This is an optimization exercise on Yosys and OpenROAD, whose aim is small area and few clock cycles, not a production implementation.
In this exercise RTL edits were held to simulation tests only and were not proved equivalent to the original.

Design qdec_ctx_init, start of the top module:
module qdec_ctx_init (
    input clk,
    input rst_n,
    input  logic       ctx_init_start,
    input  logic [5:0] qp,
    output logic [9:0] ctx_init_addr,
    output logic [6:0] ctx_init_wdata,
    output logic       ctx_init_we,
    output logic       ctx_init_done_intr
);
Size in the first run: about 850 cells after synthesis.
export LEC_CHECK = 0
export ABC_AREA = 1
export CAP_MARGIN = 20
export CORE_MARGIN = 2
export CORE_UTILIZATION = 35
export GPL_TIMING_DRIVEN = 0
export SLEW_MARGIN = 20
export SYNTH_MEMORY_MAX_BITS = 65536
create_clock -name core_clock -period 10.0 [get_ports {clk}]
standard.sh (not shown) runs the stock make flow with config.mk's settings and CLKGATE_MAP_FILE= SYNTH_SCRIPT=/design/flow/synth_recipe.tcl, a recipe that flattens the netlist after the stock synthesis.
==> flow/flow/run.sh <==
#!/bin/bash
# Own flow: the standard ORFS flow (standard.sh), with two changes:
#  - synthesis maps the logic with an area-oriented ABC script (flow/abc_area.script) and leaves
#    adders to ABC instead of mapping them to full/half-adder cells; the registers, their
#    names and cells are as in the standard synthesis;
#  - the port buffers are sky130_fd_sc_hd__buf_1 (every input and output port still gets one).
# Each step's full output goes to its own log here (own_synth.log, own_finish.log) and to
# ORFS's logs under orfs/logs.
set -euo pipefail
W=$(pwd)
cp -r "$FLOW_HOME/scripts" "$W/scripts_own"
cp "$W/flow/abc_area.script" "$W/scripts_own/abc_area.script"
bash "$W/standard.sh" SCRIPTS_DIR="$W/scripts_own" ADDER_MAP_FILE= synth > "$W/own_synth.log" 2>&1
bash "$W/standard.sh" "BUFFER_PORTS_ARGS=-buffer_cell sky130_fd_sc_hd__buf_1" finish > "$W/own_finish.log" 2>&1
==> flow/flow/abc_area.script <==
strash
&get -n
&deepsyn -T 30
&put
dch
amap
topo
strash
dch
amap
topo
Testbench counts at the start, summed over its fixed seeds: cycles 36,296.
Edit:
--- a/flow/design.v
+++ b/flow/design.v
@@ -593,19 +593,35 @@
     else run <= ctx_init_start | (run & ~last);
 logic [7:0] init_value_next;
 logic [3:0] slope_u, offset_r;
 assign init_value_next = ctx_init_value_rom(cnt_dec);
 assign slope_u  = init_value_next[7:4] + 4'd7;
 assign offset_r = init_value_next[3:0];
-logic [7:0]  qp5;
+logic [12:0] qp3;
+logic [12:0] ua, ub;
+logic [12:0] uq;
 logic [12:0] y;
 logic [8:0]  yq;
 logic [6:0]  pre_c;
-assign qp5   = {2'd0, qp} + {qp, 2'b00};
-assign y     = {10'd0, slope_u[2:0]} * {5'd0, qp5} - (slope_u[3] ? {2'b0, qp5, 3'b000} : 13'd0)
-             + {2'd0, offset_r, 7'd0} + 13'd4096;
+assign qp3 = {7'd0, qp} + {6'd0, qp, 1'b0};
+always_comb
+    case (slope_u[1:0])
+    2'd0: ua = 13'd0;
+    2'd1: ua = {7'd0, qp};
+    2'd2: ua = {6'd0, qp, 1'b0};
+    default: ua = qp3;
+    endcase
+always_comb
+    case (slope_u[3:2])
+    2'd0: ub = 13'd0;
+    2'd1: ub = {5'd0, qp, 2'b00};
+    2'd2: ub = 13'd0 - {4'd0, qp, 3'b000};
+    default: ub = 13'd0 - {5'd0, qp, 2'b00};
+    endcase
+assign uq    = ua + ub;
+assign y     = uq + {uq[10:0], 2'b00} + {2'd0, offset_r, 7'd0} + 13'd4096;
 assign yq    = y[12:4];
 assign pre_c = (yq < 9'd273) ? 7'd1 : (yq > 9'd398) ? 7'd126 : (yq[6:0] - 7'd16);
 logic [6:0] wdata_r;
 always_ff @(posedge clk)
     if (ctx_init_start) wdata_r <= 7'd1;
     else wdata_r <= {pre_c[5:0] ^ {6{~pre_c[6]}}, pre_c[6]};
Effect:
- The changed run passed the timing, design-rule and antenna checks
- die area came out lower by 2.4%
- worst setup slack gets better by 0.014 ns
- synthesized area came out lower by 2.5%
- first-iteration DRC count came out lower by 14%
- via count came out lower by 2.9%
- core utilization came out higher by 0.16 points
Testbench counts after the change, summed over its fixed seeds: cycles 36,296.

[what the ideal ports hide]
No port has a modelled driver above. Below, the same layouts with a new extraction and two added sets of constraints. Step 1 assumes that a clkbuf_16 drives the clock port and a buf_2 every other input. Step 2 adds t to the input delays and takes it off the output delays; t is the mean of the earliest and latest rising clock arrival at the registers after step 1. Input paths then give back, and output paths get back, about the clock's delay inside the block. Three values: ideal ports, drivers, drivers and shift; two values: the first two.
run | t, ns | setup WS [ns] | worst data-port slew with drivers (ns)
the first run | 0.284 | 0.453 / 0.452 / 0.452 | 0.03
the second run | 0.281 | 0.467 / 0.466 / 0.466 | 0.03
After both steps every run listed still meets setup and hold.
